Background: an optimization exercise with open tools, aiming at small area and a short achievable clock period. Do not read the settings as production practice.
The RTL was checked by simulation tests, not by an equivalence proof against the original design.

## build 81
// Compressor
module Compressor(CLK_8,RESET,Pixel,OB,SCLK);
input wire RESET,CLK_8;
input wire [7:0] Pixel;
output wire OB,SCLK;
function [15:0] f_add(input [15:0] a, input [15:0] b, input ci);
    integer i;
    reg c;
    begin
        c = ci;
        for (i = 0; i < 16; i = i + 1) begin
            f_add[i] = a[i] ^ b[i] ^ c;
            c = (a[i] & b[i]) | (c & (a[i] ^ b[i]));
        end
    end
endfunction
function [15:0] f_inc(input [15:0] a, input ci);
    integer i;
    reg c;
    begin
        c = ci;
        for (i = 0; i < 16; i = i + 1) begin
            f_inc[i] = a[i] ^ c;
            c = a[i] & c;
        end
    end
endfunction
reg [2:0] ph;
reg e0, e7;
wire [2:0] ph_inc;
assign ph_inc = f_inc(ph, 1'b1);
always @(posedge CLK_8)
    if (RESET) begin ph <= 3'd0; e0 <= 1'b1; e7 <= 1'b0; end
    else begin ph <= ph_inc; e0 <= (ph == 3'd7); e7 <= (ph == 3'd6); end
reg [8:0] rsum, rdif;
reg [1:0] turn;
reg [3:0] Cnt;
wire clip_c = (rsum < 9'd75) | (rsum > 9'd435)
            | (~rdif[8] & (rdif[7:0] > 8'd180))
            | ( rdif[8] & (rdif[7:0] < 8'd76));
wire nf_c = (rsum == 9'd0);
wire fp_c = (rsum == 9'd75) & (rdif == 9'd75);
wire tp_c = (rsum == 9'd77) & (rdif == 9'd77);
  ...
Size: ~1400 cells after synthesis, ~360 flip-flops, roughly 12 I/O pins, ~17000 um^2 of cells after synthesis.
export LEC_CHECK = 0
export CAP_MARGIN = 20
export CORE_MARGIN = 2
export CORE_UTILIZATION = 60
export CTS_BUF_LIST = sky130_fd_sc_hd__clkbuf_16
export CTS_CLUSTER_DIAMETER = 100
export CTS_CLUSTER_SIZE = 30
export SLEW_MARGIN = 20
create_clock -name core_clock -period 16.0 [get_ports {CLK_8}]
standard.sh (not shown) runs the stock make flow with config.mk's settings and CLKGATE_MAP_FILE= SYNTH_SCRIPT=/design/flow/synth_recipe.tcl, a recipe that flattens the netlist after the stock synthesis.
==> flow/flow/run.sh <==
#!/bin/bash
export BUFFER_PORTS_ARGS="-buffer_cell sky130_fd_sc_hd__buf_2"
export SETUP_SLACK_MARGIN=11.9
export CTS_ARGS="-sink_clustering_enable -repair_clock_nets -sink_clustering_size 30 -sink_clustering_max_diameter 100 -buf_list sky130_fd_sc_hd__clkbuf_16 -dont_use_dummy_load"
bash standard.sh > standard.log 2>&1
Build 81 reached the end of the flow, and the finished layout is clean on the timing, design-rule and antenna checks.
Changes in build 5 relative to build 81:
- CTS_CLUSTER_DIAMETER changed from 100 to 80
- CTS_CLUSTER_SIZE changed from 30 to 20
==> flow/flow/run.sh <==
#!/bin/bash
export BUFFER_PORTS_ARGS="-buffer_cell sky130_fd_sc_hd__buf_2"
export SETUP_SLACK_MARGIN=11.9
bash standard.sh > standard.log 2>&1
## What came out
For non-clock buffer area fraction after layout, build 5 and build 81 come out practically identical.
From build 81 to build 5, number of inverters outside the clock class in the layout did not move at all.
Against build 81, the final cell area of build 5 is higher.
Edits applied to the flow inputs when going from build 5 to build 37:
- changing CTS_CLUSTER_SIZE from 20 to 30
- changing CTS_CLUSTER_DIAMETER from 80 to 100
diff --git a/flow/flow/run.sh b/flow/flow/run.sh
--- a/flow/flow/run.sh
+++ b/flow/flow/run.sh
@@ -3,0 +4 @@
+export CTS_ARGS="-sink_clustering_enable -repair_clock_nets -sink_clustering_size 30 -sink_clustering_max_diameter 100 -buf_list sky130_fd_sc_hd__clkbuf_16 -distance_between_buffers 400 -branching_point_buffers_distance 400"
Results
In build 37, the worst hold slack came out 9.8 ps above the value in build 5. Build 37 -> build 5: detailed-route wire length flat. Summary of build 37 over build 5: setup slack of the critical path after layout held steady, total number of vias held steady, global-route total usage across every layer held steady. Of build 37 and build 5, it is build 37 that has the higher met2 usage in global routing. The headroom to the max-slew limit was comparable across build 5 and build 37. When build 37 is set beside build 5, its final standard cell count with taps included and fillers excluded turns out to be 0.66% smaller. Build 37 -> build 5: number of hold buffers added after cts delta 0, exact match.

[afterwards: timing with drivers on the ports]
The flow's constraints put no driver on any port. The routed layouts listed below were extracted and timed again, unchanged, in two steps.
Step 1 sets driving cells, clkbuf_16 on the clock port and buf_2 on the other inputs (assumed; they add their load-dependent delay and slew).
Step 2 adds t to the input delays and takes it off the output delays; t is the mean of the earliest and latest rising clock arrival at the registers after step 1. Input paths then give back, and output paths get back, about the clock's delay inside the block.
a / b / c = ideal ports / drivers / drivers and shift; a / b = the first two.
| run | t (ns) | slack for setup (ns) | cell pins on the clock port's net |
|---|---|---|---|
| build 81 | 0.552 | 11.829 / 11.778 / 11.810 | 1 |
| build 5 | 0.580 | 11.811 / 11.760 / 11.810 | 1 |
| build 37 | 0.571 | 11.813 / 11.761 / 11.823 | 1 |
After both steps setup and hold are still met in every run listed. The setup slack of build 81, which loses most, moves by -0.051 ns with the drivers and by -0.019 ns with both steps.
